This is an optimization exercise on Yosys and OpenROAD, whose aim is small area, a short achievable clock period and few clock cycles per item, not a production implementation. Only simulation tests tie the RTL to the original design; equivalence was not proved. Power and IR drop assume default switching activity.

==> design.v <==
module seq_multiplier #(
    parameter N = 32
)(
    input  wire clk,
    input  wire rst,
    input  wire start,
    input  wire [N-1:0] multiplicand,
    input  wire [N-1:0] multiplier,
    output wire [2*N-1:0] product,
    output wire busy,
    output wire done
);
  reg busy_q, idle_r, done_r, cpa2_r, first_r;
  reg gm, gs, gcn;          
  reg [3:0] cnt;
  reg [31:0] plo;           
  reg [31:0] phi;           
  reg [34:0] s, c;          
  reg [3:0] px, py;         
  reg cf;                   
  reg [3:0] lo;             
  reg [2:0] bg, bp;         
  reg nan, oa, ta, nb, ob, tb;   
  wire na = ~nan;              
  assign busy = busy_q;
  assign done = done_r;
  assign product = {phi, plo};
  wire busy_n = ~rst & (idle_r ? start : ~cpa2_r);
  always @(posedge clk) begin
    busy_q  <= busy_n;           
    idle_r  <= ~busy_n;          
    done_r  <= ~rst & ~idle_r & cpa2_r;
    cpa2_r  <= ~rst & ~idle_r & (cnt == 4'd9);
    cnt     <= idle_r ? 4'd1 : cnt + 4'd1;
    first_r <= idle_r;
    gm      <= idle_r & multiplier[0];   
    gs      <= ~idle_r;                  
    gcn     <= idle_r;                   
  end
  wire m7 = (cnt == 4'd7);                   
  wire [2:0] tra = idle_r ? {multiplier[2:1], 1'b0} : plo[6:4];
  wire [2:0] trb = idle_r ? multiplier[4:2] : {plo[8] & ~m7, plo[7:6]};
  always @(posedge clk) begin
    nan <= ~tra[2];
    oa <= tra[1] ^ tra[0];
    ta <= (tra[2] & ~tra[1] & ~tra[0]) | (~tra[2] & tra[1] & tra[0]);
    nb <= trb[2];
    ob <= trb[1] ^ trb[0];
    tb <= (trb[2] & ~trb[1] & ~trb[0]) | (~trb[2] & trb[1] & trb[0]);
  end
  wire [33:0] mcx = {1'b0, multiplicand, 1'b0};
  wire [32:0] sa, sb;
  genvar k;
  generate
    for (k = 0; k < 33; k = k + 1) begin : g_pp
      assign sa[k] = (oa & mcx[k+1]) | (ta & mcx[k]);
      assign sb[k] = (ob & mcx[k+1]) | (tb & mcx[k]);
    end
  endgenerate
  wire ta34 = first_r ? na : ~na;
  wire ta35 = first_r ? na : 1'b1;
  wire ta36 = first_r & ~na;
  wire [34:0] se = ({3'b000, multiplicand} & {35{gm}}) | (s & {35{gs}});
  wire [34:0] ce = c & ~{35{gcn}};
  wire fs1 = ce[1] ^ na ^ se[1];
  wire fc2 = (ce[1] & na) | (ce[1] & se[1]) | (na & se[1]);
  wire pp3 = sa[0] ^ na;
  wire pp6 = sa[1] ^ na;
  wire fs4 = ce[2] ^ se[2] ^ pp6;
  wire fc5 = (ce[2] & se[2]) | (ce[2] & pp6) | (se[2] & pp6);
  wire fs7 = ce[3] ^ nb ^ se[3];
  wire fc8 = (ce[3] & nb) | (ce[3] & se[3]) | (nb & se[3]);
  wire pp11 = sb[0] ^ nb;
  wire pp12 = sa[2] ^ na;
  wire fs9 = pp11 ^ pp12 ^ fs7;
  wire fc10 = (pp11 & pp12) | (pp11 & fs7) | (pp12 & fs7);
  wire pp15 = sb[1] ^ nb;
  wire fs13 = ce[4] ^ se[4] ^ pp15;
  wire fc14 = (ce[4] & se[4]) | (ce[4] & pp15) | (se[4] & pp15);
  wire pp18 = sa[3] ^ na;
  wire fs16 = pp18 ^ fc8 ^ fs13;
  wire fc17 = (pp18 & fc8) | (pp18 & fs13) | (fc8 & fs13);
  wire pp21 = sb[2] ^ nb;
  wire fs19 = ce[5] ^ se[5] ^ pp21;
  wire fc20 = (ce[5] & se[5]) | (ce[5] & pp21) | (se[5] & pp21);
  wire pp24 = sa[4] ^ na;
  wire fs22 = pp24 ^ fc14 ^ fs19;
  wire fc23 = (pp24 & fc14) | (pp24 & fs19) | (fc14 & fs19);
  wire pp27 = sb[3] ^ nb;
  wire fs25 = ce[6] ^ se[6] ^ pp27;
  wire fc26 = (ce[6] & se[6]) | (ce[6] & pp27) | (se[6] & pp27);
  wire pp30 = sa[5] ^ na;
  wire fs28 = pp30 ^ fc20 ^ fs25;
  wire fc29 = (pp30 & fc20) | (pp30 & fs25) | (fc20 & fs25);
  wire pp33 = sb[4] ^ nb;
  wire fs31 = ce[7] ^ se[7] ^ pp33;
  wire fc32 = (ce[7] & se[7]) | (ce[7] & pp33) | (se[7] & pp33);
  wire pp36 = sa[6] ^ na;
  wire fs34 = pp36 ^ fc26 ^ fs31;
  wire fc35 = (pp36 & fc26) | (pp36 & fs31) | (fc26 & fs31);
  wire pp39 = sb[5] ^ nb;
  wire fs37 = ce[8] ^ se[8] ^ pp39;
  wire fc38 = (ce[8] & se[8]) | (ce[8] & pp39) | (se[8] & pp39);
  wire pp42 = sa[7] ^ na;
  wire fs40 = pp42 ^ fc32 ^ fs37;
  wire fc41 = (pp42 & fc32) | (pp42 & fs37) | (fc32 & fs37);
  wire pp45 = sb[6] ^ nb;
  wire fs43 = ce[9] ^ se[9] ^ pp45;
  wire fc44 = (ce[9] & se[9]) | (ce[9] & pp45) | (se[9] & pp45);
  wire pp48 = sa[8] ^ na;
  wire fs46 = pp48 ^ fc38 ^ fs43;
  wire fc47 = (pp48 & fc38) | (pp48 & fs43) | (fc38 & fs43);
  wire pp51 = sb[7] ^ nb;
  wire fs49 = ce[10] ^ se[10] ^ pp51;
  wire fc50 = (ce[10] & se[10]) | (ce[10] & pp51) | (se[10] & pp51);
  wire pp54 = sa[9] ^ na;
  wire fs52 = pp54 ^ fc44 ^ fs49;
  wire fc53 = (pp54 & fc44) | (pp54 & fs49) | (fc44 & fs49);
  wire pp57 = sb[8] ^ nb;
  wire fs55 = ce[11] ^ se[11] ^ pp57;
  wire fc56 = (ce[11] & se[11]) | (ce[11] & pp57) | (se[11] & pp57);
  wire pp60 = sa[10] ^ na;
  wire fs58 = pp60 ^ fc50 ^ fs55;
  wire fc59 = (pp60 & fc50) | (pp60 & fs55) | (fc50 & fs55);
  wire pp63 = sb[9] ^ nb;
  wire fs61 = ce[12] ^ se[12] ^ pp63;
  wire fc62 = (ce[12] & se[12]) | (ce[12] & pp63) | (se[12] & pp63);
  wire pp66 = sa[11] ^ na;
  wire fs64 = pp66 ^ fc56 ^ fs61;
  wire fc65 = (pp66 & fc56) | (pp66 & fs61) | (fc56 & fs61);
  wire pp69 = sb[10] ^ nb;
  wire fs67 = ce[13] ^ se[13] ^ pp69;
  wire fc68 = (ce[13] & se[13]) | (ce[13] & pp69) | (se[13] & pp69);
  wire pp72 = sa[12] ^ na;
  wire fs70 = pp72 ^ fc62 ^ fs67;
  wire fc71 = (pp72 & fc62) | (pp72 & fs67) | (fc62 & fs67);
  wire pp75 = sb[11] ^ nb;
  wire fs73 = ce[14] ^ se[14] ^ pp75;
  wire fc74 = (ce[14] & se[14]) | (ce[14] & pp75) | (se[14] & pp75);
  wire pp78 = sa[13] ^ na;
  wire fs76 = pp78 ^ fc68 ^ fs73;
  wire fc77 = (pp78 & fc68) | (pp78 & fs73) | (fc68 & fs73);
  wire pp81 = sb[12] ^ nb;
  wire fs79 = ce[15] ^ se[15] ^ pp81;
  wire fc80 = (ce[15] & se[15]) | (ce[15] & pp81) | (se[15] & pp81);
  wire pp84 = sa[14] ^ na;
  wire fs82 = pp84 ^ fc74 ^ fs79;
  wire fc83 = (pp84 & fc74) | (pp84 & fs79) | (fc74 & fs79);
  wire pp87 = sb[13] ^ nb;
  wire fs85 = ce[16] ^ se[16] ^ pp87;
  wire fc86 = (ce[16] & se[16]) | (ce[16] & pp87) | (se[16] & pp87);
  wire pp90 = sa[15] ^ na;
  wire fs88 = pp90 ^ fc80 ^ fs85;
  wire fc89 = (pp90 & fc80) | (pp90 & fs85) | (fc80 & fs85);
  wire pp93 = sb[14] ^ nb;
  wire fs91 = ce[17] ^ se[17] ^ pp93;
  wire fc92 = (ce[17] & se[17]) | (ce[17] & pp93) | (se[17] & pp93);
  wire pp96 = sa[16] ^ na;
  wire fs94 = pp96 ^ fc86 ^ fs91;
  wire fc95 = (pp96 & fc86) | (pp96 & fs91) | (fc86 & fs91);
  wire pp99 = sb[15] ^ nb;
  wire fs97 = ce[18] ^ se[18] ^ pp99;
  wire fc98 = (ce[18] & se[18]) | (ce[18] & pp99) | (se[18] & pp99);
  wire pp102 = sa[17] ^ na;
  wire fs100 = pp102 ^ fc92 ^ fs97;
  wire fc101 = (pp102 & fc92) | (pp102 & fs97) | (fc92 & fs97);
  wire pp105 = sb[16] ^ nb;
  wire fs103 = ce[19] ^ se[19] ^ pp105;
  wire fc104 = (ce[19] & se[19]) | (ce[19] & pp105) | (se[19] & pp105);
  wire pp108 = sa[18] ^ na;
  wire fs106 = pp108 ^ fc98 ^ fs103;
  wire fc107 = (pp108 & fc98) | (pp108 & fs103) | (fc98 & fs103);
  wire pp111 = sb[17] ^ nb;
  wire fs109 = ce[20] ^ se[20] ^ pp111;
  wire fc110 = (ce[20] & se[20]) | (ce[20] & pp111) | (se[20] & pp111);
  wire pp114 = sa[19] ^ na;
  wire fs112 = pp114 ^ fc104 ^ fs109;
  wire fc113 = (pp114 & fc104) | (pp114 & fs109) | (fc104 & fs109);
  wire pp117 = sb[18] ^ nb;
  wire fs115 = ce[21] ^ se[21] ^ pp117;
  wire fc116 = (ce[21] & se[21]) | (ce[21] & pp117) | (se[21] & pp117);
  wire pp120 = sa[20] ^ na;
  wire fs118 = pp120 ^ fc110 ^ fs115;
  wire fc119 = (pp120 & fc110) | (pp120 & fs115) | (fc110 & fs115);
  wire pp123 = sb[19] ^ nb;
  wire fs121 = ce[22] ^ se[22] ^ pp123;
  wire fc122 = (ce[22] & se[22]) | (ce[22] & pp123) | (se[22] & pp123);
  wire pp126 = sa[21] ^ na;
  wire fs124 = pp126 ^ fc116 ^ fs121;
  wire fc125 = (pp126 & fc116) | (pp126 & fs121) | (fc116 & fs121);
  wire pp129 = sb[20] ^ nb;
  wire fs127 = ce[23] ^ se[23] ^ pp129;
  wire fc128 = (ce[23] & se[23]) | (ce[23] & pp129) | (se[23] & pp129);
  wire pp132 = sa[22] ^ na;
  wire fs130 = pp132 ^ fc122 ^ fs127;
  wire fc131 = (pp132 & fc122) | (pp132 & fs127) | (fc122 & fs127);
  wire pp135 = sb[21] ^ nb;
  wire fs133 = ce[24] ^ se[24] ^ pp135;
  wire fc134 = (ce[24] & se[24]) | (ce[24] & pp135) | (se[24] & pp135);
  wire pp138 = sa[23] ^ na;
  wire fs136 = pp138 ^ fc128 ^ fs133;
  wire fc137 = (pp138 & fc128) | (pp138 & fs133) | (fc128 & fs133);
  wire pp141 = sb[22] ^ nb;
  wire fs139 = ce[25] ^ se[25] ^ pp141;
  wire fc140 = (ce[25] & se[25]) | (ce[25] & pp141) | (se[25] & pp141);
  wire pp144 = sa[24] ^ na;
  wire fs142 = pp144 ^ fc134 ^ fs139;
  wire fc143 = (pp144 & fc134) | (pp144 & fs139) | (fc134 & fs139);
  wire pp147 = sb[23] ^ nb;
  wire fs145 = ce[26] ^ se[26] ^ pp147;
  wire fc146 = (ce[26] & se[26]) | (ce[26] & pp147) | (se[26] & pp147);
  wire pp150 = sa[25] ^ na;
  wire fs148 = pp150 ^ fc140 ^ fs145;
  wire fc149 = (pp150 & fc140) | (pp150 & fs145) | (fc140 & fs145);
  wire pp153 = sb[24] ^ nb;
  wire fs151 = ce[27] ^ se[27] ^ pp153;
  wire fc152 = (ce[27] & se[27]) | (ce[27] & pp153) | (se[27] & pp153);
  wire pp156 = sa[26] ^ na;
  wire fs154 = pp156 ^ fc146 ^ fs151;
  wire fc155 = (pp156 & fc146) | (pp156 & fs151) | (fc146 & fs151);
  wire pp159 = sb[25] ^ nb;
  wire fs157 = ce[28] ^ se[28] ^ pp159;
  wire fc158 = (ce[28] & se[28]) | (ce[28] & pp159) | (se[28] & pp159);
  wire pp162 = sa[27] ^ na;
  wire fs160 = pp162 ^ fc152 ^ fs157;
  wire fc161 = (pp162 & fc152) | (pp162 & fs157) | (fc152 & fs157);
  wire pp165 = sb[26] ^ nb;
  wire fs163 = ce[29] ^ se[29] ^ pp165;
  wire fc164 = (ce[29] & se[29]) | (ce[29] & pp165) | (se[29] & pp165);
  wire pp168 = sa[28] ^ na;
  wire fs166 = pp168 ^ fc158 ^ fs163;
  wire fc167 = (pp168 & fc158) | (pp168 & fs163) | (fc158 & fs163);
  wire pp171 = sb[27] ^ nb;
  wire fs169 = ce[30] ^ se[30] ^ pp171;
  wire fc170 = (ce[30] & se[30]) | (ce[30] & pp171) | (se[30] & pp171);
  wire pp174 = sa[29] ^ na;
  wire fs172 = pp174 ^ fc164 ^ fs169;
  wire fc173 = (pp174 & fc164) | (pp174 & fs169) | (fc164 & fs169);
  wire pp177 = sb[28] ^ nb;
  wire fs175 = ce[31] ^ se[31] ^ pp177;
  wire fc176 = (ce[31] & se[31]) | (ce[31] & pp177) | (se[31] & pp177);
  wire pp180 = sa[30] ^ na;
  wire fs178 = pp180 ^ fc170 ^ fs175;
  wire fc179 = (pp180 & fc170) | (pp180 & fs175) | (fc170 & fs175);
  wire pp183 = sb[29] ^ nb;
  wire fs181 = ce[32] ^ se[32] ^ pp183;
  wire fc182 = (ce[32] & se[32]) | (ce[32] & pp183) | (se[32] & pp183);
  wire pp186 = sa[31] ^ na;
  wire fs184 = pp186 ^ fc176 ^ fs181;
  wire fc185 = (pp186 & fc176) | (pp186 & fs181) | (fc176 & fs181);
  wire pp189 = sb[30] ^ nb;
  wire fs187 = ce[33] ^ se[33] ^ pp189;
  wire fc188 = (ce[33] & se[33]) | (ce[33] & pp189) | (se[33] & pp189);
  wire pp192 = sa[32] ^ na;
  wire fs190 = pp192 ^ fc182 ^ fs187;
  wire fc191 = (pp192 & fc182) | (pp192 & fs187) | (fc182 & fs187);
  wire fs193 = ce[34] ^ ta34 ^ se[34];
  wire fc194 = (ce[34] & ta34) | (ce[34] & se[34]) | (ta34 & se[34]);
  wire pp197 = sb[31] ^ nb;
  wire fs195 = pp197 ^ fs193 ^ fc188;
  wire fc196 = (pp197 & fs193) | (pp197 & fc188) | (fs193 & fc188);
  wire pp200 = sb[32] ^ nb;
  wire fs198 = ta35 ^ pp200 ^ fc194;
  wire fc199 = (ta35 & pp200) | (ta35 & fc194) | (pp200 & fc194);
  wire fs201 = ta36 ^ ~nb ^ fc199;
  wire fc202 = (ta36 & ~nb) | (ta36 & fc199) | (~nb & fc199);
  wire [38:0] x = {1'b0, 1'b1, fs201, fs198, fc191, fc185, fc179, fc173, fc167, fc161, fc155, fc149, fc143, fc137, fc131, fc125, fc119, fc113, fc107, fc101, fc95, fc89, fc83, fc77, fc71, fc65, fc59, fc53, fc47, fc41, fc35, fc29, fc23, fc17, fc10, fc5, fc2, pp3, ce[0]};
  wire [38:0] y = {1'b0, fc202, 1'b0, fc196, fs195, fs190, fs184, fs178, fs172, fs166, fs160, fs154, fs148, fs142, fs136, fs130, fs124, fs118, fs112, fs106, fs100, fs94, fs88, fs82, fs76, fs70, fs64, fs58, fs52, fs46, fs40, fs34, fs28, fs22, fs16, fs9, fs4, fs1, se[0]};
  wire [4:0] lo5 = {1'b0, px} + {1'b0, py} + {4'd0, cf};
  wire [31:0] hp = s[31:0] ^ c[31:0];
  wire [31:0] hg = s[31:0] & c[31:0];
  wire bg0_0_1 = hg[1] | (hp[1] & hg[0]);
  wire bpp0_0_1 = hp[1] & hp[0];
  wire bg0_0_3 = hg[3] | (hp[3] & hg[2]);
  wire bpp0_0_3 = hp[3] & hp[2];
  wire bg0_0_5 = hg[5] | (hp[5] & hg[4]);
  wire bpp0_0_5 = hp[5] & hp[4];
  wire bg0_0_7 = hg[7] | (hp[7] & hg[6]);
  wire bpp0_0_7 = hp[7] & hp[6];
  wire bg0_1_2 = hg[2] | (hp[2] & bg0_0_1);
  wire bpp0_1_2 = hp[2] & bpp0_0_1;
  wire bg0_1_3 = bg0_0_3 | (bpp0_0_3 & bg0_0_1);
  wire bpp0_1_3 = bpp0_0_3 & bpp0_0_1;
  wire bg0_1_6 = hg[6] | (hp[6] & bg0_0_5);
  wire bpp0_1_6 = hp[6] & bpp0_0_5;
  wire bg0_1_7 = bg0_0_7 | (bpp0_0_7 & bg0_0_5);
  wire bpp0_1_7 = bpp0_0_7 & bpp0_0_5;
  wire bg0_2_4 = hg[4] | (hp[4] & bg0_1_3);
  wire bpp0_2_4 = hp[4] & bpp0_1_3;
  wire bg0_2_5 = bg0_0_5 | (bpp0_0_5 & bg0_1_3);
  wire bpp0_2_5 = bpp0_0_5 & bpp0_1_3;
  wire bg0_2_6 = bg0_1_6 | (bpp0_1_6 & bg0_1_3);
  wire bpp0_2_6 = bpp0_1_6 & bpp0_1_3;
  wire bg0_2_7 = bg0_1_7 | (bpp0_1_7 & bg0_1_3);
  wire bpp0_2_7 = bpp0_1_7 & bpp0_1_3;
  wire [7:0] a0;
  assign a0[0] = hp[0] ^ 1'b0;
  assign a0[1] = hp[1] ^ hg[0];
  assign a0[2] = hp[2] ^ bg0_0_1;
  assign a0[3] = hp[3] ^ bg0_1_2;
  assign a0[4] = hp[4] ^ bg0_1_3;
  assign a0[5] = hp[5] ^ bg0_2_4;
  assign a0[6] = hp[6] ^ bg0_2_5;
  assign a0[7] = hp[7] ^ bg0_2_6;
  wire a0g = bg0_2_7;
  wire a0p = bpp0_2_7;
  wire bg1_0_1 = hg[9] | (hp[9] & hg[8]);
  wire bpp1_0_1 = hp[9] & hp[8];
  wire bg1_0_3 = hg[11] | (hp[11] & hg[10]);
  wire bpp1_0_3 = hp[11] & hp[10];
  wire bg1_0_5 = hg[13] | (hp[13] & hg[12]);
  wire bpp1_0_5 = hp[13] & hp[12];
  wire bg1_0_7 = hg[15] | (hp[15] & hg[14]);
  wire bpp1_0_7 = hp[15] & hp[14];
  wire bg1_1_2 = hg[10] | (hp[10] & bg1_0_1);
  wire bpp1_1_2 = hp[10] & bpp1_0_1;
  wire bg1_1_3 = bg1_0_3 | (bpp1_0_3 & bg1_0_1);
  wire bpp1_1_3 = bpp1_0_3 & bpp1_0_1;
  wire bg1_1_6 = hg[14] | (hp[14] & bg1_0_5);
  wire bpp1_1_6 = hp[14] & bpp1_0_5;
  wire bg1_1_7 = bg1_0_7 | (bpp1_0_7 & bg1_0_5);
  wire bpp1_1_7 = bpp1_0_7 & bpp1_0_5;
  wire bg1_2_4 = hg[12] | (hp[12] & bg1_1_3);
  wire bpp1_2_4 = hp[12] & bpp1_1_3;
  wire bg1_2_5 = bg1_0_5 | (bpp1_0_5 & bg1_1_3);
  wire bpp1_2_5 = bpp1_0_5 & bpp1_1_3;
  wire bg1_2_6 = bg1_1_6 | (bpp1_1_6 & bg1_1_3);
  wire bpp1_2_6 = bpp1_1_6 & bpp1_1_3;
  wire bg1_2_7 = bg1_1_7 | (bpp1_1_7 & bg1_1_3);
  wire bpp1_2_7 = bpp1_1_7 & bpp1_1_3;
  wire [7:0] a1;
  assign a1[0] = hp[8] ^ 1'b0;
  assign a1[1] = hp[9] ^ hg[8];
  assign a1[2] = hp[10] ^ bg1_0_1;
  assign a1[3] = hp[11] ^ bg1_1_2;
  assign a1[4] = hp[12] ^ bg1_1_3;
  assign a1[5] = hp[13] ^ bg1_2_4;
  assign a1[6] = hp[14] ^ bg1_2_5;
  assign a1[7] = hp[15] ^ bg1_2_6;
  wire a1g = bg1_2_7;
  wire a1p = bpp1_2_7;
  wire bg2_0_1 = hg[17] | (hp[17] & hg[16]);
  wire bpp2_0_1 = hp[17] & hp[16];
  wire bg2_0_3 = hg[19] | (hp[19] & hg[18]);
  wire bpp2_0_3 = hp[19] & hp[18];
  wire bg2_0_5 = hg[21] | (hp[21] & hg[20]);
  wire bpp2_0_5 = hp[21] & hp[20];
  wire bg2_0_7 = hg[23] | (hp[23] & hg[22]);
  wire bpp2_0_7 = hp[23] & hp[22];
  wire bg2_1_2 = hg[18] | (hp[18] & bg2_0_1);
  wire bpp2_1_2 = hp[18] & bpp2_0_1;
  wire bg2_1_3 = bg2_0_3 | (bpp2_0_3 & bg2_0_1);
  wire bpp2_1_3 = bpp2_0_3 & bpp2_0_1;
  wire bg2_1_6 = hg[22] | (hp[22] & bg2_0_5);
  wire bpp2_1_6 = hp[22] & bpp2_0_5;
  wire bg2_1_7 = bg2_0_7 | (bpp2_0_7 & bg2_0_5);
  wire bpp2_1_7 = bpp2_0_7 & bpp2_0_5;
  wire bg2_2_4 = hg[20] | (hp[20] & bg2_1_3);
  wire bpp2_2_4 = hp[20] & bpp2_1_3;
  wire bg2_2_5 = bg2_0_5 | (bpp2_0_5 & bg2_1_3);
  wire bpp2_2_5 = bpp2_0_5 & bpp2_1_3;
  wire bg2_2_6 = bg2_1_6 | (bpp2_1_6 & bg2_1_3);
  wire bpp2_2_6 = bpp2_1_6 & bpp2_1_3;
  wire bg2_2_7 = bg2_1_7 | (bpp2_1_7 & bg2_1_3);
  wire bpp2_2_7 = bpp2_1_7 & bpp2_1_3;
  wire [7:0] a2;
  assign a2[0] = hp[16] ^ 1'b0;
  assign a2[1] = hp[17] ^ hg[16];
  assign a2[2] = hp[18] ^ bg2_0_1;
  assign a2[3] = hp[19] ^ bg2_1_2;
  assign a2[4] = hp[20] ^ bg2_1_3;
  assign a2[5] = hp[21] ^ bg2_2_4;
  assign a2[6] = hp[22] ^ bg2_2_5;
  assign a2[7] = hp[23] ^ bg2_2_6;
  wire a2g = bg2_2_7;
  wire a2p = bpp2_2_7;
  wire bg3_0_1 = hg[25] | (hp[25] & hg[24]);
  wire bpp3_0_1 = hp[25] & hp[24];
  wire bg3_0_3 = hg[27] | (hp[27] & hg[26]);
  wire bpp3_0_3 = hp[27] & hp[26];
  wire bg3_0_5 = hg[29] | (hp[29] & hg[28]);
  wire bpp3_0_5 = hp[29] & hp[28];
  wire bg3_0_7 = hg[31] | (hp[31] & hg[30]);
  wire bpp3_0_7 = hp[31] & hp[30];
  wire bg3_1_2 = hg[26] | (hp[26] & bg3_0_1);
  wire bpp3_1_2 = hp[26] & bpp3_0_1;
  wire bg3_1_3 = bg3_0_3 | (bpp3_0_3 & bg3_0_1);
  wire bpp3_1_3 = bpp3_0_3 & bpp3_0_1;
  wire bg3_1_6 = hg[30] | (hp[30] & bg3_0_5);
  wire bpp3_1_6 = hp[30] & bpp3_0_5;
  wire bg3_1_7 = bg3_0_7 | (bpp3_0_7 & bg3_0_5);
  wire bpp3_1_7 = bpp3_0_7 & bpp3_0_5;
  wire bg3_2_4 = hg[28] | (hp[28] & bg3_1_3);
  wire bpp3_2_4 = hp[28] & bpp3_1_3;
  wire bg3_2_5 = bg3_0_5 | (bpp3_0_5 & bg3_1_3);
  wire bpp3_2_5 = bpp3_0_5 & bpp3_1_3;
  wire bg3_2_6 = bg3_1_6 | (bpp3_1_6 & bg3_1_3);
  wire bpp3_2_6 = bpp3_1_6 & bpp3_1_3;
  wire bg3_2_7 = bg3_1_7 | (bpp3_1_7 & bg3_1_3);
  wire bpp3_2_7 = bpp3_1_7 & bpp3_1_3;
  wire [7:0] a3;
  assign a3[0] = hp[24] ^ 1'b0;
  assign a3[1] = hp[25] ^ hg[24];
  assign a3[2] = hp[26] ^ bg3_0_1;
  assign a3[3] = hp[27] ^ bg3_1_2;
  assign a3[4] = hp[28] ^ bg3_1_3;
  assign a3[5] = hp[29] ^ bg3_2_4;
  assign a3[6] = hp[30] ^ bg3_2_5;
  assign a3[7] = hp[31] ^ bg3_2_6;
  wire a3g = bg3_2_7;
  wire a3p = bpp3_2_7;
  wire k0 = cf;
  wire k1 = bg[0] | (bp[0] & cf);
  wire k2 = bg[1] | (bp[1] & bg[0]) | (bp[1] & bp[0] & cf);
  wire k3 = bg[2] | (bp[2] & bg[1]) | (bp[2] & bp[1] & bg[0]) | (bp[2] & bp[1] & bp[0] & cf);
  wire ia0_0_1 = phi[1] & phi[0];
  wire ia0_0_3 = phi[3] & phi[2];
  wire ia0_0_5 = phi[5] & phi[4];
  wire ia0_0_7 = phi[7] & phi[6];
  wire ia0_1_2 = phi[2] & ia0_0_1;
  wire ia0_1_3 = ia0_0_3 & ia0_0_1;
  wire ia0_1_6 = phi[6] & ia0_0_5;
  wire ia0_1_7 = ia0_0_7 & ia0_0_5;
  wire ia0_2_4 = phi[4] & ia0_1_3;
  wire ia0_2_5 = ia0_0_5 & ia0_1_3;
  wire ia0_2_6 = ia0_1_6 & ia0_1_3;
  wire ia0_2_7 = ia0_1_7 & ia0_1_3;
  wire [7:0] i0;
  assign i0[0] = phi[0] ^ k0;
  assign i0[1] = phi[1] ^ (k0 & phi[0]);
  assign i0[2] = phi[2] ^ (k0 & ia0_0_1);
  assign i0[3] = phi[3] ^ (k0 & ia0_1_2);
  assign i0[4] = phi[4] ^ (k0 & ia0_1_3);
  assign i0[5] = phi[5] ^ (k0 & ia0_2_4);
  assign i0[6] = phi[6] ^ (k0 & ia0_2_5);
  assign i0[7] = phi[7] ^ (k0 & ia0_2_6);
  wire ia1_0_1 = phi[9] & phi[8];
  wire ia1_0_3 = phi[11] & phi[10];
  wire ia1_0_5 = phi[13] & phi[12];
  wire ia1_0_7 = phi[15] & phi[14];
  wire ia1_1_2 = phi[10] & ia1_0_1;
  wire ia1_1_3 = ia1_0_3 & ia1_0_1;
  wire ia1_1_6 = phi[14] & ia1_0_5;
  wire ia1_1_7 = ia1_0_7 & ia1_0_5;
  wire ia1_2_4 = phi[12] & ia1_1_3;
  wire ia1_2_5 = ia1_0_5 & ia1_1_3;
  wire ia1_2_6 = ia1_1_6 & ia1_1_3;
  wire ia1_2_7 = ia1_1_7 & ia1_1_3;
  wire [7:0] i1;
  assign i1[0] = phi[8] ^ k1;
  assign i1[1] = phi[9] ^ (k1 & phi[8]);
  assign i1[2] = phi[10] ^ (k1 & ia1_0_1);
  assign i1[3] = phi[11] ^ (k1 & ia1_1_2);
  assign i1[4] = phi[12] ^ (k1 & ia1_1_3);
  assign i1[5] = phi[13] ^ (k1 & ia1_2_4);
  assign i1[6] = phi[14] ^ (k1 & ia1_2_5);
  assign i1[7] = phi[15] ^ (k1 & ia1_2_6);
  wire ia2_0_1 = phi[17] & phi[16];
  wire ia2_0_3 = phi[19] & phi[18];
  wire ia2_0_5 = phi[21] & phi[20];
  wire ia2_0_7 = phi[23] & phi[22];
  wire ia2_1_2 = phi[18] & ia2_0_1;
  wire ia2_1_3 = ia2_0_3 & ia2_0_1;
  wire ia2_1_6 = phi[22] & ia2_0_5;
  wire ia2_1_7 = ia2_0_7 & ia2_0_5;
  wire ia2_2_4 = phi[20] & ia2_1_3;
  wire ia2_2_5 = ia2_0_5 & ia2_1_3;
  wire ia2_2_6 = ia2_1_6 & ia2_1_3;
  wire ia2_2_7 = ia2_1_7 & ia2_1_3;
  wire [7:0] i2;
  assign i2[0] = phi[16] ^ k2;
  assign i2[1] = phi[17] ^ (k2 & phi[16]);
  assign i2[2] = phi[18] ^ (k2 & ia2_0_1);
  assign i2[3] = phi[19] ^ (k2 & ia2_1_2);
  assign i2[4] = phi[20] ^ (k2 & ia2_1_3);
  assign i2[5] = phi[21] ^ (k2 & ia2_2_4);
  assign i2[6] = phi[22] ^ (k2 & ia2_2_5);
  assign i2[7] = phi[23] ^ (k2 & ia2_2_6);
  wire ia3_0_1 = phi[25] & phi[24];
  wire ia3_0_3 = phi[27] & phi[26];
  wire ia3_0_5 = phi[29] & phi[28];
  wire ia3_0_7 = phi[31] & phi[30];
  wire ia3_1_2 = phi[26] & ia3_0_1;
  wire ia3_1_3 = ia3_0_3 & ia3_0_1;
  wire ia3_1_6 = phi[30] & ia3_0_5;
  wire ia3_1_7 = ia3_0_7 & ia3_0_5;
  wire ia3_2_4 = phi[28] & ia3_1_3;
  wire ia3_2_5 = ia3_0_5 & ia3_1_3;
  wire ia3_2_6 = ia3_1_6 & ia3_1_3;
  wire ia3_2_7 = ia3_1_7 & ia3_1_3;
  wire [7:0] i3;
  assign i3[0] = phi[24] ^ k3;
  assign i3[1] = phi[25] ^ (k3 & phi[24]);
  assign i3[2] = phi[26] ^ (k3 & ia3_0_1);
  assign i3[3] = phi[27] ^ (k3 & ia3_1_2);
  assign i3[4] = phi[28] ^ (k3 & ia3_1_3);
  assign i3[5] = phi[29] ^ (k3 & ia3_2_4);
  assign i3[6] = phi[30] ^ (k3 & ia3_2_5);
  assign i3[7] = phi[31] ^ (k3 & ia3_2_6);
  always @(posedge clk) begin
    plo <= idle_r ? multiplier : {lo, plo[31:4]};
    lo  <= lo5[3:0];
    phi <= cpa2_r ? {i3, i2, i1, i0} : {a3, a2, a1, a0};
    bg  <= {a2g, a1g, a0g};
    bp  <= {a2p, a1p, a0p};
    s   <= x[38:4];
    c   <= y[38:4];
    px  <= x[3:0];
    py  <= y[3:0];
    cf  <= ~first_r & lo5[4];    
  end
endmodule
==> flow/run.sh <==
#!/bin/bash
# Layout flow: the standard ORFS flow (standard.sh, the standard flow's synthesis script), with
#  - no adder-cell mapping (ADDER_MAP_FILE empty): full/half adders are left to abc as plain
#    gates instead of the slower sky130 fa/ha cells; registers are unchanged;
#  - port buffers made of sky130_fd_sc_hd__buf_2 instead of the default delay-cell buffers;
#  - clock tree synthesis without dummy load cells, with a clkbuf_16 root and clkbuf_8 leaves.
# make's full output goes to make_finish.log in the work folder; ORFS keeps each step's log
# under orfs/logs/.
set -euo pipefail
CTS="-sink_clustering_enable -repair_clock_nets -dont_use_dummy_load -root_buf sky130_fd_sc_hd__clkbuf_16 -buf_list sky130_fd_sc_hd__clkbuf_8"
bash standard.sh "ADDER_MAP_FILE=" "BUFFER_PORTS_ARGS=-buffer_cell sky130_fd_sc_hd__buf_2" "CTS_ARGS=$CTS" finish > make_finish.log 2>&1
test -f out/final.def
==> standard.sh <==
#!/bin/bash
# synth_recipe.tcl (not shown) runs the flow's synth.tcl, then flattens the netlist and writes it again
# the make line also repeats each setting of config.mk as NAME=value (left out here)
make -C /OpenROAD-flow-scripts/flow DESIGN_CONFIG=/design/flow/config.mk WORK_HOME=/design/flow/orfs CLKGATE_MAP_FILE= SYNTH_SCRIPT=/design/flow/synth_recipe.tcl "${@:-finish}"
==> config.mk <==
export PLATFORM = sky130hd
export DESIGN_NAME = seq_multiplier
export DESIGN_NICKNAME = seq_multiplier
export VERILOG_FILES = /design/flow/design.v
export SDC_FILE = /design/flow/constraint.sdc
export NUM_CORES = 4
export LEC_CHECK = 0
export CAP_MARGIN = 20
export CORE_MARGIN = 2
export CORE_UTILIZATION = 50
export PLACE_DENSITY = 0.75
export SETUP_SLACK_MARGIN = 2.7
export SLEW_MARGIN = 20
export TNS_END_PERCENT = 5
==> constraint.sdc <==
create_clock -name core_clock -period 4.5 [get_ports {clk}]
set_input_delay 0.9000 -clock core_clock [delete_from_list [all_inputs] [get_ports {clk}]]
set_output_delay 0.9000 -clock core_clock [all_outputs]
set_load 0.01 [all_outputs]
==> impl_metrics.py, run 1 <==
metrics = {
    "placed_design": {
        "dpl.hpwl_um": 17100,
        "placed_cell_area_mm2": 0.0109,
        "io_buffers": 132,
        "gp_congestion": 0.860,
    },
    "detailed_routing": {
        "drc": 0,
        "dr.pass1.iters": 7,
        "wl_um": 24700,
        "detail-route-antenna-nets": 0,
        "via_per_inst": 5.56,
        "vias": 7867,
        "drt_iter0_drc": 585,
        "route.detailed.wl_per_inst_um": 17.5,
    },
    "cells_and_area": {
        "drive_gt1_share_pct": 28.1,
        "stdcell_area_mm2": 0.0116,
        "nNetsFinal": 1220,
        "area_growth_pct": 15.1,
        "diodes": 0,
        "final_core_util_pct": 59.2,
        "fillers": 1693,
    },
    "clock_network": {
        "cts_sinks": 166,
        "cts_buffer_depth": 2,
        "worstSkewPairLatency_ps": 390,
        "clk_pin_slew_ps": 100,
        "cts-htree-levels": 4,
        "cts_tree": "done",
        "cts-root-buf": "clkbuf_16",
        "cts_buffers": 17,
    },
    "grt": {
        "grt_pass1_wl_um": 39400,
        "track_usage_pct": 23.2,
        "gr-usage-met3_pct": 6.24,
        "grt_use_met2_pct": 36.6,
        "busiest_layer": "met2",
        "gr-usage-met1_pct": 30.5,
        "grt_max_degree": 47,
        "grt_overflow_total": 0,
        "antenna_found_initial": 0,
        "grt_pass1_vias": 7614,
    },
    "worst_setup_path": {
        "path_buf_inv": 1,
        "worst-setup-path-type": "in -> reg",
        "worstPathArrival_ps": 2170,
        "cp_cell_sequence": "buf_2 > a22oi_2 > xnor2_2 > nor2_1 > o21ai_1 > xor3_1",
        "cp-start-kind": "input pin",
        "crit_path_max_incr_delay_ps": 370,
        "critPathRequiredTime_ps": 4740,
        "cp_max_fo": 5,
        "cp_top_family": "compound AO/OA/AOI/OAI gates",
        "endpoint_kind": "flip-flop",
        "crit_slowest_cell": "xor3_1",
    },
    "die": {
        "coreArea_mm2": 0.0196,
        "die_area_mm2": 0.0213,
        "die_h_um": 146,
        "rows": 51,
        "boundaryPins": 133,
        "fp.dieW_um": 146,
        "initial_utilization_pct": 51.4,
    },
    "sta": {
        "fmax_mhz": 520,
        "fin_skew_ps": 40.0,
        "worst_pin_slew_ps": 598,
        "final-hold-violation-count": 0,
        "period_minus_slack_ps": 1920,
        "min_period_over_period_pct": 42.7,
        "setup-tns-final_ps": 0,
        "setup_violations": 0,
        "rsz0062_at_grt": "yes",
        "drv_slew": 0,
        "slew_headroom_pct": 60.1,
    },
    "power": {
        "switching_share_pct": 40.8,
        "power_mw": 7.90,
        "p_int_mw": 4.68,
        "seqPwrFrac_pct": 36.8,
        "vdd_drop_max_mv": 0.267,
        "power_density_mw_per_mm2": 681,
        "total_leakage_power_nw": 4.69,
        "combPwrFrac_pct": 52.6,
        "power_switching_mw": 3.22,
        "power_frac_clock_pct": 10.6,
    },
    "yosys": {
        "synthFlopType": "dfxtp_1",
        "ys_ff_latch": 166,
        "async_flop_share_pct": 0,
        "synth-edff-count": 0,
        "synth_top_area_share_pct": 33.0,
        "synth.net_count": 1093,
        "synth_area_leaders": "dfxtp_1 (33%), xnor2_1 (11%), xor2_1 (8.6%), xor3_1 (5.2%), a22oi_1 (3.7%)",
        "seq_area_frac_synth_pct": 33.0,
        "synthDistinctLibCells": 61,
        "ys.warnings.count": 1,
        "netlist_area_mm2": 0.0101,
        "syn-instance-count": 1026,
        "synth_area_per_cell_um2": 9.82,
        "synth_top_cell_by_area": "dfxtp_1",
    },
    "outcome": {
        "outcome": "timing/DRC/antenna clean",
    },
    "hold_path": {
        "hold_class": "reg -> reg",
    },
    "job": {
        "cap_violations": 0,
    },
}
-- path summary, 6_finish.rpt --
path,startpoint,end,slack [ps],depth (start not counted)
worst min register to register,cnt[0]$_SDFF_PP1_,cnt[0]$_SDFF_PP1_,460,1
worst max register to register,c[18]$_DFF_P_,phi[23]$_DFF_P_,2590,6
worst min-delay path,cnt[0]$_SDFF_PP1_,cnt[0]$_SDFF_PP1_,460,1
worst max-delay path,multiplicand[15],c[16]$_DFF_P_,2580,6
-- sequential cells by signal (all words and copies together) (netlist names), 3 cells and up --
name and count:
c 33, py 4, cnt 4, s 33
px 4, plo 32, bg 3, phi 32
lo 4, bp 3
-- through the flow --
| step | hold slack, ps | setup slack [ps] | cells |
|---|---|---|---|
| floorplan | 329 | 2540 | 1026 |
| global placement | 436 | 2030 | 1376 |
| detailed placement | 440 | 2020 | 1376 |
| CTS | 465 | 2460 | 1407 |
| global route | 488 | 2500 | 1416 |
| finish | 463 | 2580 | 1416 |
-- cells in the mapped netlist (all sizes together), types with 3 or more instances --
master and count:
nor3 4, xor2 99, o21ai 41, a22o 31, a221oi 4, and2 5, or3 6, and3 3
inv 10, mux2i 4, nand4 5, a211oi 9, nand3 21, o221ai 7, buf 32, a21oi 33
and4 3, a22oi 63, a211o 6, a31oi 6, nand2 95, maj3 47, o31ai 5, a221o 3
o21a 3, dfxtp 166, or2 4, nor2 58, a21o 7, nor4b 3, xor3 22, o211a 3
xnor2 146, clkbuf 21, mux2 28, nor2b 12
-- cell usage in the layout (no fill, tap or decap), types with 16 or more instances in the layout --
cell type / instances
xor2_1: 99
o21ai_0: 19
nor2_1: 58
xnor2_1: 119
a21oi_1: 32
clkbuf_8: 16
nand3_1: 21
xnor2_2: 27
dfxtp_1: 148
a22oi_2: 26
xor3_1: 22
mux2_2: 28
nand2_1: 95
o21ai_1: 18
a22oi_1: 36
a22o_1: 31
buf_2: 131
buf_4: 17
maj3_1: 34
-- layer usage --
layer / share of wire, % / vias up
li1: - / 3842
met1: 45 / 3708
met2: 45 / 281
met3: 7.5 / 36
met4: 2.3 / 0
met5: 0 / -
-- cells by family (layout without fill, tap and decap cells) --
logic type               after synthesis  after routing  share of synthesized area, %
multiplexers                          32             32                          3.53
buffers and inverters                 63            188                          3.30
AND/OR/NAND/NOR                      223            223                          10.2
AO/OA/AOI/OAI                        228            228                          17.4
adder cells (fa/ha/maj)               47             47                          4.83
flip-flops                           166            166                          33.0
XOR/XNOR                             267            267                          27.8
-- layout make-up --
type / instances / area, um2 / area share (%)
timing repair buffer: 159 / 972 / 8.38
tap: 265 / 332 / 2.86
inverter: 10 / 45.0 / 0.388
sequential: 166 / 3370 / 29.0
clock buffer: 17 / 245 / 2.11
multi-input combinational: 797 / 6620 / 57.1
timing repair inverter: 2 / 15.0 / 0.129
-- power by group through the flow --
stage                     combinational [mW]  sequential [mW]  clock, mW
after floorplan                         3.33             2.68          0
after global placement                  3.86             2.94          0
after detailed placement                3.96             2.94          0
after CTS                               4.09             2.87      0.854
after global routing                    4.59             2.99      0.912
final                                   4.15             2.91      0.838
-- repair_timing --
| action | in CTS | in global routing |
|---|---|---|
| setup buffers | 12 | 9 |
| hold buffers | 0 | 0 |
| gates cloned | 2 | 0 |
| gates resized for setup | 22 | 32 |
| setup endpoints to repair | 115 | 129 |
| pin swaps | 0 | 7 |
Testbench counts, summed over its fixed seeds: cycles 19,200, items 1,600.
==> inputs of run 2 (changes only) <==
--- a/config.mk
+++ b/config.mk
@@ -9,6 +9,6 @@
 export CORE_MARGIN = 2
 export CORE_UTILIZATION = 50
 export PLACE_DENSITY = 0.75
-export SETUP_SLACK_MARGIN = 2.7
+export SETUP_SLACK_MARGIN = 2.5
 export SLEW_MARGIN = 20
 export TNS_END_PERCENT = 5
==> impl_metrics.py, run 2 <==
metrics = {
    "grt": {
        "grt_pass1_wl_um": 37700,
        "grt_pass1_vias": 7389,
        "track_usage_pct": 22.0,
        "grt_max_degree": 47,
        "grt_overflow_total": 0,
        "antenna_found_initial": 1,
    },
    "worst_setup_path": {
        "critPathLaunch": "cf$_DFF_P_",
        "worst-setup-path-type": "reg -> reg",
        "crit_path_max_incr_delay_ps": 460,
        "cp-start-kind": "flip-flop",
        "reg2reg_depth": 6,
        "critPathRequiredTime_ps": 4800,
        "crit_slowest_cell": "dfxtp_1",
        "cp_cell_sequence": "a21o_1 > and2_4 > and4_1 > nand4_1 > xor2_1 > a211oi_2",
        "worstPathArrival_ps": 2390,
        "reg2reg_setup_slack_ps": 2410,
        "cp_max_fo": 6,
        "endpoint_kind": "flip-flop",
        "rr_endpoint": "phi[15]$_DFF_P_",
        "r2r_start": "cf$_DFF_P_",
    },
    "yosys": {
        "synth_top_cell_by_area": "dfxtp_1",
        "synth.most_common_cell": "dfxtp_1",
        "synth.net_count": 1093,
        "synth_compound_area_share_pct": 17.4,
        "synth_area_leaders": "dfxtp_1 (33%), xnor2_1 (11%), xor2_1 (8.6%), xor3_1 (5.2%), a22oi_1 (3.7%)",
        "synth_simple_gate_area_share_pct": 10.2,
        "syn-instance-count": 1026,
        "synth_top_area_share_pct": 33.0,
        "ys_ff_latch": 166,
        "synthDistinctLibCells": 61,
        "synth-edff-count": 0,
        "ys.warnings.count": 1,
        "netlist_area_mm2": 0.0101,
        "synth_top_family_by_area": "XOR/XNOR gates",
        "synthAdderAreaFrac_pct": 4.83,
        "synthFlopType": "dfxtp_1",
        "synth_area_per_cell_um2": 9.82,
        "synthXorXnorAreaFrac_pct": 27.8,
        "synth_commonest_cells": "dfxtp_1 (166), xnor2_1 (129), xor2_1 (99), nand2_1 (95), nor2_1 (58)",
        "seq_area_frac_synth_pct": 33.0,
        "async_flop_share_pct": 0,
        "muxShareOfSynthArea_pct": 3.53,
    },
    "detailed_routing": {
        "drc": 0,
        "drt_iter0_drc": 597,
        "vias": 7722,
        "detail-route-antenna-nets": 0,
        "wl_um": 23500,
        "dr.pass1.iters": 5,
        "via_per_inst": 5.49,
        "route.detailed.wl_per_inst_um": 16.7,
    },
    "die": {
        "fp.dieW_um": 146,
        "initial_utilization_pct": 51.4,
        "die_h_um": 146,
        "boundaryPins": 133,
        "rows": 51,
        "die_area_mm2": 0.0213,
        "coreArea_mm2": 0.0196,
    },
    "cells_and_area": {
        "final_cell_mix": "dfxtp_1 (160), buf_2 (132), xnor2_1 (128)",
        "final_core_util_pct": 57.3,
        "area_growth_pct": 11.4,
        "layout_commonest_cell": "dfxtp_1",
        "largest_registers": "c: 33 flops, s: 33 flops",
        "nNetsFinal": 1209,
        "drive_gt1_share_pct": 23.5,
        "fillers": 1718,
    },
    "outcome": {
        "outcome": "timing/DRC/antenna clean",
    },
    "sta": {
        "final-hold-violation-count": 0,
        "rsz0062_at_grt": "yes",
        "setup-tns-final_ps": 0,
        "setup_violations": 0,
        "min_period_over_period_pct": 46.5,
        "period_minus_slack_ps": 2090,
        "fin_skew_ps": 38.8,
        "fin_ws_ps": 2410,
        "drv_slew": 0,
        "worst_pin_slew_ps": 708,
        "whs_ps": 459,
        "slew_headroom_pct": 52.7,
        "fmax_mhz": 478,
    },
    "power": {
        "power_density_mw_per_mm2": 700,
        "total_leakage_power_nw": 4.53,
        "vdd_drop_max_mv": 0.287,
        "power_mw": 7.86,
    },
    "clock_network": {
        "cts_buffer_depth": 2,
        "cts-root-buf": "clkbuf_16",
        "cts_tree": "done",
        "cts_sinks": 166,
        "clk_pin_slew_ps": 90,
        "cts_buffers": 17,
        "worstSkewPairLatency_ps": 390,
        "cts-htree-levels": 4,
    },
    "hold_path": {
        "hold_class": "reg -> reg",
        "hold_end": "cnt[0]$_SDFF_PP1_",
        "holdPathStages": 1,
        "worstHoldStart": "cnt[0]$_SDFF_PP1_",
    },
    "placed_design": {
        "pre_cts_slack_ps": 2050,
        "io_buffers": 132,
        "gp_congestion": 0.847,
        "dpl.hpwl_um": 17000,
    },
    "job": {
        "cap_violations": 0,
    },
}
run 2: worst max-delay path by stage:
stage                                  to  depth (start not counted)
after global placement       c[7]$_DFF_P_                          5
final                     phi[15]$_DFF_P_                          6
after detailed placement     c[5]$_DFF_P_                          6
after global routing      phi[15]$_DFF_P_                          6
after CTS                   c[11]$_DFF_P_                          5
after floorplan             c[27]$_DFF_P_                          4
run 2: metrics by stage:
stage,area (um2),instances
floorplan,10100,1026
global placement,10800,1379
detailed placement,10800,1379
CTS,11100,1398
global route,11200,1405
finish,11200,1406
run 2: area by class of cell:
class	count	area [um2]	area share [%]
tap	265	332	2.95
antenna	1	2.50	0.0223
sequential	166	3340	29.8
clock buffer	17	245	2.18
multi-input combinational	797	6430	57.3
timing repair buffer	148	812	7.23
inverter	10	45.0	0.401
timing repair inverter	2	12.5	0.111
run 2: power by group:
group | internal [mW] | leakage [nW] | total [mW] | switching (mW)
registers | 2.09 | 1.40 | 2.86 | 0.762
clock network | 0.358 | 0.127 | 0.830 | 0.472
logic | 2.22 | 3.00 | 4.18 | 1.96
total | 4.67 | 4.53 | 7.86 | 3.19
run 2: repair_timing:
| action | in CTS | in global routing |
|---|---|---|
| hold buffers | 0 | 0 |
| cloned | 2 | 0 |
| gates resized for setup | 10 | 7 |
| pin swaps | 0 | 0 |
| setup endpoints to repair | 79 | 49 |
| setup buffers | 0 | 7 |
run 2: worst max-delay path, delay by kind of cell, from the launching register on:
kind	cells	cell delay, ps
AND/OR/NAND/NOR	3	800
AO/OA/AOI/OAI	2	500
flip-flops	1	460
XOR/XNOR	1	240
run 2: cells by family (layout without fill, tap and decap cells):
| group | after synthesis | in the layout |
|---|---|---|
| flip-flops | 166 | 166 |
| AND/OR/NAND/NOR | 223 | 223 |
| multiplexers | 32 | 32 |
| XOR/XNOR | 267 | 267 |
| adder cells (fa/ha/maj) | 47 | 47 |
| AO/OA/AOI/OAI | 228 | 228 |
| other | 0 | 1 |
| buffers and inverters | 63 | 177 |
run 2: per-layer routing:
layer	wire length [um]	up-vias	GRT usage, %
met5	0	-	0
met4	378	0	6.57
met3	1510	31	4.48
met2	10600	253	35.0
met1	11000	3624	30.1
li1	-	3814	-
==> inputs of run 3 (changes only) <==
--- a/config.mk
+++ b/config.mk
@@ -9,6 +9,6 @@
 export CORE_MARGIN = 2
 export CORE_UTILIZATION = 50
 export PLACE_DENSITY = 0.75
-export SETUP_SLACK_MARGIN = 2.5
+export SETUP_SLACK_MARGIN = 2.6
 export SLEW_MARGIN = 20
 export TNS_END_PERCENT = 5
==> impl_metrics.py, run 3 <==
metrics = {
    "die": {
        "initial_utilization_pct": 51.4,
        "boundaryPins": 133,
        "fp.dieW_um": 146,
        "die_area_mm2": 0.0213,
        "rows": 51,
        "coreArea_mm2": 0.0196,
        "die_h_um": 146,
    },
    "worst_setup_path": {
        "cp_max_fo": 5,
        "cp-start-kind": "input pin",
        "reg2reg_setup_slack_ps": 2580,
        "worstPathArrival_ps": 2170,
        "endpoint_kind": "flip-flop",
        "worst-setup-path-type": "in -> reg",
        "critPathRequiredTime_ps": 4740,
    },
    "yosys": {
        "netlist_area_mm2": 0.0101,
        "synth.net_count": 1093,
        "synth_simple_gate_area_share_pct": 10.2,
        "muxShareOfSynthArea_pct": 3.53,
        "ys_ff_latch": 166,
        "seq_area_frac_synth_pct": 33.0,
        "syn-instance-count": 1026,
        "synth-edff-count": 0,
        "synth_compound_area_share_pct": 17.4,
        "synth_top_area_share_pct": 33.0,
        "synth_area_per_cell_um2": 9.82,
        "async_flop_share_pct": 0,
        "synth.most_common_cell": "dfxtp_1",
        "synthDistinctLibCells": 61,
        "synthXorXnorAreaFrac_pct": 27.8,
        "synthAdderAreaFrac_pct": 4.83,
        "ys.warnings.count": 1,
        "synth_top_family_by_area": "XOR/XNOR gates",
        "synth_commonest_cells": "dfxtp_1 (166), xnor2_1 (129), xor2_1 (99), nand2_1 (95), nor2_1 (58)",
        "synth_area_leaders": "dfxtp_1 (33%), xnor2_1 (11%), xor2_1 (8.6%), xor3_1 (5.2%), a22oi_1 (3.7%)",
        "synth_top_cell_by_area": "dfxtp_1",
        "synthFlopType": "dfxtp_1",
    },
    "outcome": {
        "outcome": "timing/DRC/antenna clean",
    },
    "grt": {
        "grt_pass1_wl_um": 38300,
        "grt_pass1_vias": 7560,
        "track_usage_pct": 22.5,
        "antenna_found_initial": 1,
        "grt_max_degree": 45,
        "grt_overflow_total": 0,
    },
    "power": {
        "power_density_mw_per_mm2": 684,
        "vdd_drop_max_mv": 0.263,
        "total_leakage_power_nw": 4.64,
    },
    "placed_design": {
        "gp_congestion": 0.889,
        "dpl.hpwl_um": 17200,
        "io_buffers": 132,
        "placed_cell_area_mm2": 0.0109,
    },
    "clock_network": {
        "cts_sinks": 166,
        "clk_pin_slew_ps": 90,
        "cts-htree-levels": 4,
        "cts_tree": "done",
        "cts_buffers": 17,
        "cts-root-buf": "clkbuf_16",
        "worstSkewPairLatency_ps": 400,
        "cts_buffer_depth": 2,
    },
    "detailed_routing": {
        "wl_met2_um": 11400,
        "highest_layer": "met4",
        "drt_iter0_drc": 494,
        "route.detailed.wl_per_inst_um": 17.4,
        "wl_um": 24600,
        "dr_wl_met3_um": 1640,
        "vias": 7860,
        "detail-route-antenna-nets": 0,
        "drc": 0,
        "via_per_inst": 5.56,
        "met1_length_um": 11300,
        "dr.pass1.iters": 5,
    },
    "cells_and_area": {
        "nNetsFinal": 1216,
        "final_cell_mix": "dfxtp_1 (151), buf_2 (132), xnor2_1 (123)",
        "drive_gt1_share_pct": 26.4,
        "stdcell_area_mm2": 0.0115,
        "largest_registers": "c: 33 flops, s: 33 flops",
        "area_growth_pct": 14.0,
        "layout_commonest_cell": "dfxtp_1",
    },
    "sta": {
        "rsz0062_at_grt": "yes",
        "period_minus_slack_ps": 1930,
        "fin_skew_ps": 41.5,
        "worst_pin_slew_ps": 839,
        "final-hold-violation-count": 0,
        "fmax_mhz": 519,
        "setup-tns-final_ps": 0,
        "min_period_over_period_pct": 42.8,
        "drv_slew": 0,
        "slew_headroom_pct": 44.0,
        "setup_violations": 0,
        "whs_ps": 472,
    },
    "job": {
        "cap_violations": 0,
    },
    "hold_path": {
        "hold_class": "reg -> reg",
    },
}
[run 3: cell counts after synthesis]
No cell type changed its count.
[run 3: worst paths after layout]
path	to	startpoint	cells after the start
worst max-delay path	c[17]$_DFF_P_	multiplicand[16]	6
worst min-delay path	plo[4]$_DFF_P_	plo[8]$_DFF_P_	2
worst max register to register	c[23]$_DFF_P_	gs$_DFF_P_	5
worst min register to register	plo[4]$_DFF_P_	plo[8]$_DFF_P_	2
[run 3: final cells by class]
class | instances | area (um2)
sequential | 166 | 3360
antenna | 1 | 2.50
inverter | 10 | 41.3
clock buffer | 17 | 245
fill | 1678 | 8110
multi-input combinational | 797 | 6550
timing repair buffer | 156 | 950
tap | 265 | 332
timing repair inverter | 1 | 7.51
[run 3: report_power, final]
group | internal (mW) | switching (mW) | total, mW
Combinational | 2.20 | 1.93 | 4.13
Clock | 0.358 | 0.482 | 0.839
Sequential | 2.10 | 0.781 | 2.88
Total | 4.66 | 3.20 | 7.85
[run 3: logic make-up (layout without fill, tap and decap cells)]
family,after synthesis,count (layout)
xor gates and xnor gates,267,267
DFF,166,166
and+or+nand+nor,223,223
adders and majority gates,47,47
buffers and inverters,63,184
AOI/OAI and AO/OA,228,228
muxes,32,32
other,0,1
[run 3: through the flow]
step           util (%)  power, mW  cells  setup WS [ps]
2_1_floorplan         -       6.02   1026           2540
3_3_place_gp       55.9       6.79   1378           2100
3_5_place_dp       55.9       6.90   1378           2080
4_1_cts            57.7       7.78   1400           2470
5_1_grt            58.6       8.42   1413           2500
6_report           58.6       7.85   1413           2570
[run 3: timing repair]
action,4_1_cts,5_1_grt
resized for setup,12,13
hold buffers,0,0
cloned,1,0
setup endpoints to repair,72,71
pin swaps,0,1
setup buffers,4,12
[run 3: worst max-delay path: stages]
cell and delay (ps):
buf_2 150, a22oi_2 230, xnor2_2 160, nor2_1 80, o21ai_1 250, xor3_1 390
[run 3: per-layer routing]
layer	global-route usage, %	vias up
met5	0	-
met4	6.72	0
met3	5.89	31
met2	36.0	269
met1	29.8	3725
li1	-	3835
==> inputs of run 4 (changes only) <==
--- a/config.mk
+++ b/config.mk
@@ -11,4 +11,4 @@
 export PLACE_DENSITY = 0.75
 export SETUP_SLACK_MARGIN = 2.6
 export SLEW_MARGIN = 20
-export TNS_END_PERCENT = 5
+export TNS_END_PERCENT = 10
==> impl_metrics.py, run 4 <==
metrics = {
    "sta": {
        "setup_violations": 0,
        "setup-tns-final_ps": 0,
        "min_period_over_period_pct": 43.2,
        "drv_slew": 0,
        "period_minus_slack_ps": 1940,
        "final-hold-violation-count": 0,
        "slew_headroom_pct": 60.1,
        "fin_skew_ps": 42.0,
        "rsz0062_at_grt": "yes",
        "worst_pin_slew_ps": 598,
        "fmax_mhz": 514,
    },
    "cells_and_area": {
        "final_cell_mix": "dfxtp_1 (153), buf_2 (132), xnor2_1 (123)",
        "multi_input_area_mm2": 0.00655,
        "layout_commonest_cell": "dfxtp_1",
        "area_growth_pct": 13.7,
        "nNetsFinal": 1215,
        "drive_gt1_share_pct": 26.3,
        "fillers": 1716,
        "stdcell_area_mm2": 0.0115,
        "regArea_mm2": 0.00335,
        "diodes": 0,
        "largest_registers": "c: 33 flops, s: 33 flops",
    },
    "grt": {
        "grt_overflow_total": 0,
        "antenna_found_initial": 0,
        "grt_pass1_wl_um": 39200,
        "track_usage_pct": 23.0,
        "grt_pass1_vias": 7557,
        "grt_max_degree": 47,
    },
    "clock_network": {
        "hold_buffers": 0,
        "cts-htree-levels": 4,
        "worstSkewPairLatency_ps": 390,
        "clk_pin_slew_ps": 100,
        "cts_buffers": 17,
        "cts_sinks": 166,
        "cts_tree": "done",
        "cts-root-buf": "clkbuf_16",
        "cts_buffer_depth": 2,
    },
    "yosys": {
        "synthFlopType": "dfxtp_1",
        "synthDistinctLibCells": 61,
        "ys.warnings.count": 1,
        "synth.net_count": 1093,
        "synth_area_per_cell_um2": 9.82,
        "ys_ff_latch": 166,
        "synth.most_common_cell": "dfxtp_1",
        "netlist_area_mm2": 0.0101,
        "synth-edff-count": 0,
        "synth_area_leaders": "dfxtp_1 (33%), xnor2_1 (11%), xor2_1 (8.6%), xor3_1 (5.2%), a22oi_1 (3.7%)",
        "synth_top_area_share_pct": 33.0,
        "synth_top_cell_by_area": "dfxtp_1",
        "syn-instance-count": 1026,
        "synth_commonest_cells": "dfxtp_1 (166), xnor2_1 (129), xor2_1 (99), nand2_1 (95), nor2_1 (58)",
        "async_flop_share_pct": 0,
        "seq_area_frac_synth_pct": 33.0,
    },
    "detailed_routing": {
        "drc": 0,
        "via_per_inst": 5.52,
        "wl_um": 24300,
        "drt_iter0_drc": 624,
        "dr.pass1.iters": 6,
        "vias": 7792,
        "detail-route-antenna-nets": 0,
        "route.detailed.wl_per_inst_um": 17.2,
    },
    "power": {
        "combPwrFrac_pct": 52.3,
        "seqPwrFrac_pct": 37.1,
        "switching_share_pct": 40.7,
        "vdd_drop_max_mv": 0.270,
        "power_frac_clock_pct": 10.6,
        "total_leakage_power_nw": 4.62,
        "power_switching_mw": 3.18,
        "power_density_mw_per_mm2": 683,
        "p_int_mw": 4.64,
    },
    "worst_setup_path": {
        "worst-setup-path-type": "reg -> reg",
        "worstPathArrival_ps": 2180,
        "critPathRequiredTime_ps": 4740,
        "cp_max_fo": 25,
        "endpoint_kind": "flip-flop",
        "reg2reg_depth": 4,
        "cp-start-kind": "flip-flop",
    },
    "hold_path": {
        "hold_class": "reg -> reg",
        "holdPathStages": 1,
    },
    "die": {
        "fp.dieW_um": 146,
        "rows": 51,
        "boundaryPins": 133,
        "initial_utilization_pct": 51.4,
        "die_h_um": 146,
        "coreArea_mm2": 0.0196,
        "die_area_mm2": 0.0213,
    },
    "placed_design": {
        "placed_cell_area_mm2": 0.0109,
        "dpl.hpwl_um": 17100,
        "io_buffers": 132,
        "gp_congestion": 0.860,
    },
    "outcome": {
        "outcome": "timing/DRC/antenna clean",
    },
    "job": {
        "cap_violations": 0,
    },
}
-- run 4: cell types whose count changed in the layout (fill, tap and decap cells not counted), sizes merged --
cell / change
buf: -2
inv: -1
clkinvlp: +2
diode: -1
-- run 4: routing by layer --
metal | share of wire, % | global-route usage [%] | wire (um) | up-vias
met5 | 0 | 0 | 0 | -
met4 | 2.0 | 7.84 | 480 | 0
met3 | 6.9 | 5.99 | 1670 | 29
met2 | 45 | 36.4 | 11000 | 259
met1 | 46 | 30.6 | 11200 | 3668
li1 | - | - | - | 3836
-- run 4: worst max-delay path: stages, from the launching register on --
cell	delay [ps]
dfxtp_1	510
buf_4	390
a22oi_1	160
xor2_1	290
xor3_1	460
-- run 4: cells by family (layout without fill, tap and decap cells) --
logic type	Yosys count	after routing	share of synthesized area, %
AO/OA/AOI/OAI	228	228	17.4
XOR/XNOR	267	267	27.8
adder cells (fa/ha/maj)	47	47	4.83
buffers and inverters	63	183	3.30
flip-flops	166	166	33.0
multiplexers	32	32	3.53
AND/OR/NAND/NOR	223	223	10.2
-- run 4: final timing paths --
path,start,to,slack [ps]
worst min register to register,cnt[0]$_SDFF_PP1_,cnt[0]$_SDFF_PP1_,460
worst max register to register,ta$_DFF_P_,c[25]$_DFF_P_,2560
worst min-delay path,cnt[0]$_SDFF_PP1_,cnt[0]$_SDFF_PP1_,460
worst max-delay path,ta$_DFF_P_,c[25]$_DFF_P_,2560
-- run 4: power groups by stage --
stage / clock [mW] / combinational [mW] / sequential, mW
floorplan: 0 / 3.33 / 2.68
global placement: 0 / 3.86 / 2.94
detailed placement: 0 / 3.96 / 2.94
CTS: 0.854 / 4.05 / 2.89
global route: 0.911 / 4.53 / 2.98
finish: 0.832 / 4.09 / 2.90
-- run 4: area by class of cell --
class                      count  area share, %
inverter                      10          0.393
clock buffer                  17           2.14
sequential                   166           29.3
multi-input combinational    797           57.1
tap                          265           2.89
timing repair inverter         2          0.131
timing repair buffer         154           8.01
-- run 4: per-stage QoR --
step | power, mW | std cells | worst slack [ps] | util [%] | hold slack [ps]
final | 7.82 | 1411 | 2560 | 58.5 | 464
after global routing | 8.42 | 1411 | 2490 | 58.5 | 488
after CTS | 7.80 | 1403 | 2460 | 57.9 | 465
after detailed placement | 6.91 | 1376 | 2020 | 55.8 | 440
after global placement | 6.80 | 1376 | 2030 | 55.8 | 436
after floorplan | 6.02 | 1026 | 2540 | - | 329
-- run 4: repair_timing --
action | 4_1_cts | 5_1_grt
gates resized for setup | 16 | 10
setup buffers | 8 | 8
hold endpoints to repair | 0 | 0
gates cloned | 2 | 0
setup endpoints to repair | 82 | 68
pin swaps | 0 | 0
==> inputs of run 5 (changes only) <==
==> flow/run.sh (replaced) <==
#!/bin/bash
# Layout flow: the standard ORFS flow (standard.sh, the standard flow's synthesis script), with
#  - no adder-cell mapping (ADDER_MAP_FILE empty): full/half adders are left to abc as plain
#    gates instead of the slower sky130 fa/ha cells; registers are unchanged;
#  - port buffers made of sky130_fd_sc_hd__buf_2 instead of the default delay-cell buffers;
#  - clock tree synthesis without dummy load cells, with clkbuf_16 buffers and sink clusters of up to 40.
# make's full output goes to make_finish.log in the work folder; ORFS keeps each step's log
# under orfs/logs/.
set -euo pipefail
CTS="-sink_clustering_enable -repair_clock_nets -dont_use_dummy_load -sink_clustering_size 40 -sink_clustering_max_diameter 100 -root_buf sky130_fd_sc_hd__clkbuf_16 -buf_list sky130_fd_sc_hd__clkbuf_16"
bash standard.sh "ADDER_MAP_FILE=" "BUFFER_PORTS_ARGS=-buffer_cell sky130_fd_sc_hd__buf_2" "CTS_ARGS=$CTS" finish > make_finish.log 2>&1
test -f out/final.def
--- a/config.mk
+++ b/config.mk
@@ -11,4 +11,4 @@
 export PLACE_DENSITY = 0.75
 export SETUP_SLACK_MARGIN = 2.6
 export SLEW_MARGIN = 20
-export TNS_END_PERCENT = 10
+export TNS_END_PERCENT = 5
==> impl_metrics.py, run 5 <==
metrics = {
    "clock_network": {
        "clk_pin_slew_ps": 70,
        "worstSkewPairLatency_ps": 430,
        "cts-htree-levels": 4,
        "cts-root-buf": "clkbuf_16",
        "cts_buffer_depth": 2,
        "cts_sinks": 166,
        "cts_tree": "done",
        "cts_buffers": 17,
    },
    "outcome": {
        "outcome": "timing/DRC/antenna clean",
    },
    "worst_setup_path": {
        "worst-setup-path-type": "reg -> reg",
        "cp_max_fo": 18,
        "cp-start-kind": "flip-flop",
        "worstPathArrival_ps": 2220,
    },
    "yosys": {
        "syn-instance-count": 1026,
        "ys_ff_latch": 166,
        "synth_area_leaders": "dfxtp_1 (33%), xnor2_1 (11%), xor2_1 (8.6%), xor3_1 (5.2%), a22oi_1 (3.7%)",
        "async_flop_share_pct": 0,
        "netlist_area_mm2": 0.0101,
        "seq_area_frac_synth_pct": 33.0,
        "synth.most_common_cell": "dfxtp_1",
        "ys.warnings.count": 1,
        "synth_area_per_cell_um2": 9.82,
        "synth-edff-count": 0,
        "synth_commonest_cells": "dfxtp_1 (166), xnor2_1 (129), xor2_1 (99), nand2_1 (95), nor2_1 (58)",
        "synth.net_count": 1093,
        "synthFlopType": "dfxtp_1",
        "synthDistinctLibCells": 61,
        "synth_top_area_share_pct": 33.0,
    },
    "sta": {
        "slew_headroom_pct": 42.7,
        "worst_pin_slew_ps": 858,
        "rsz0062_at_grt": "yes",
        "fmax_mhz": 521,
        "setup_violations": 0,
        "min_period_over_period_pct": 42.6,
        "period_minus_slack_ps": 1920,
        "drv_slew": 0,
        "setup-tns-final_ps": 0,
        "final-hold-violation-count": 0,
    },
    "die": {
        "fp.dieW_um": 146,
        "boundaryPins": 133,
        "initial_utilization_pct": 51.4,
        "die_area_mm2": 0.0213,
        "rows": 51,
    },
    "grt": {
        "grt_max_degree": 45,
        "track_usage_pct": 22.4,
        "grt_pass1_wl_um": 38300,
        "grt_overflow_total": 0,
        "antenna_found_initial": 1,
        "grt_pass1_vias": 7568,
    },
    "cells_and_area": {
        "layout_commonest_cell": "dfxtp_1",
        "drive_gt1_share_pct": 26.6,
        "area_growth_pct": 15.3,
        "nNetsFinal": 1210,
        "fillers": 1661,
        "final_cell_mix": "dfxtp_1 (146), buf_2 (132), xnor2_1 (123)",
    },
    "detailed_routing": {
        "via_per_inst": 5.57,
        "drc": 0,
        "detail-route-antenna-nets": 0,
        "wl_um": 24700,
        "route.detailed.wl_per_inst_um": 17.5,
        "dr.pass1.iters": 5,
        "vias": 7842,
        "drt_iter0_drc": 531,
    },
    "placed_design": {
        "dpl.hpwl_um": 17200,
        "gp_congestion": 0.889,
        "io_buffers": 132,
    },
    "power": {
        "power_mw": 8.21,
        "power_density_mw_per_mm2": 706,
        "vdd_drop_max_mv": 0.321,
        "total_leakage_power_nw": 4.69,
    },
    "job": {
        "cap_violations": 0,
    },
}
-- run 5: stage by stage --
step / instances / utilization, % / setup WS, ps / cell area (um2) / hold WS (ps)
2_1_floorplan: 1026 / - / 2540 / 10200 / 329
3_3_place_gp: 1378 / 55.9 / 2100 / 10900 / 438
3_5_place_dp: 1378 / 55.9 / 2080 / 10900 / 450
4_1_cts: 1399 / 58.4 / 2480 / 11400 / 467
5_1_grt: 1407 / 59.3 / 2520 / 11600 / 483
6_report: 1407 / 59.3 / 2580 / 11600 / 468
-- run 5: critical path, stage by stage (launching register included) --
cell	delay [ps]
dfxtp_4	570
buf_16	230
a22oi_2	110
xnor2_2	230
nor2_1	80
o21ai_1	220
xor3_1	350
-- run 5: metal layers --
metal  wire length (um)  vias to the layer above  GRT usage (%)
li1                   -                     3832              -
met1              11200                     3702           29.6
met2              11400                      266           36.3
met3               1670                       42           5.49
met4                409                        0           6.72
met5                  0                        -              0
-- run 5: power by group --
group,switching (mW),internal (mW)
logic,1.94,2.19
registers,0.793,2.11
clock network,0.524,0.655
total,3.25,4.95
-- run 5: cells by family after synthesis --
family	after synthesis	share of synthesized area [%]
AO/OA/AOI/OAI	228	17.4
adder cells (fa/ha/maj)	47	4.83
flip-flops	166	33.0
multiplexers	32	3.53
XOR/XNOR	267	27.8
AND/OR/NAND/NOR	223	10.2
buffers and inverters	63	3.30
-- run 5: final cells by class --
cell class | count | area (um2) | share of cell area (%)
diodes | 1 | 2.50 | 0.0215
flip-flops and latches | 166 | 3370 | 29.0
repair buffers | 150 | 896 | 7.71
well taps | 265 | 332 | 2.85
clock buffers | 17 | 425 | 3.66
repair inverters | 1 | 7.51 | 0.0646
multi-input cells | 797 | 6550 | 56.4
inverters | 10 | 41.3 | 0.355
-- run 5: what timing repair did --
item,in CTS,in global routing
buffers inserted,3,7
setup endpoints to repair,75,75
gates cloned,1,0
gates resized for setup,12,20
pin swaps,0,1
-- run 5: path summary, 6_finish.rpt --
check	start	slack, ps	depth (start not counted)	end
worst max-delay path	tb$_DFF_P_	2580	6	c[15]$_DFF_P_
worst max register to register	tb$_DFF_P_	2580	6	c[15]$_DFF_P_
worst min register to register	plo[8]$_DFF_P_	470	2	plo[4]$_DFF_P_
worst min-delay path	plo[8]$_DFF_P_	470	2	plo[4]$_DFF_P_
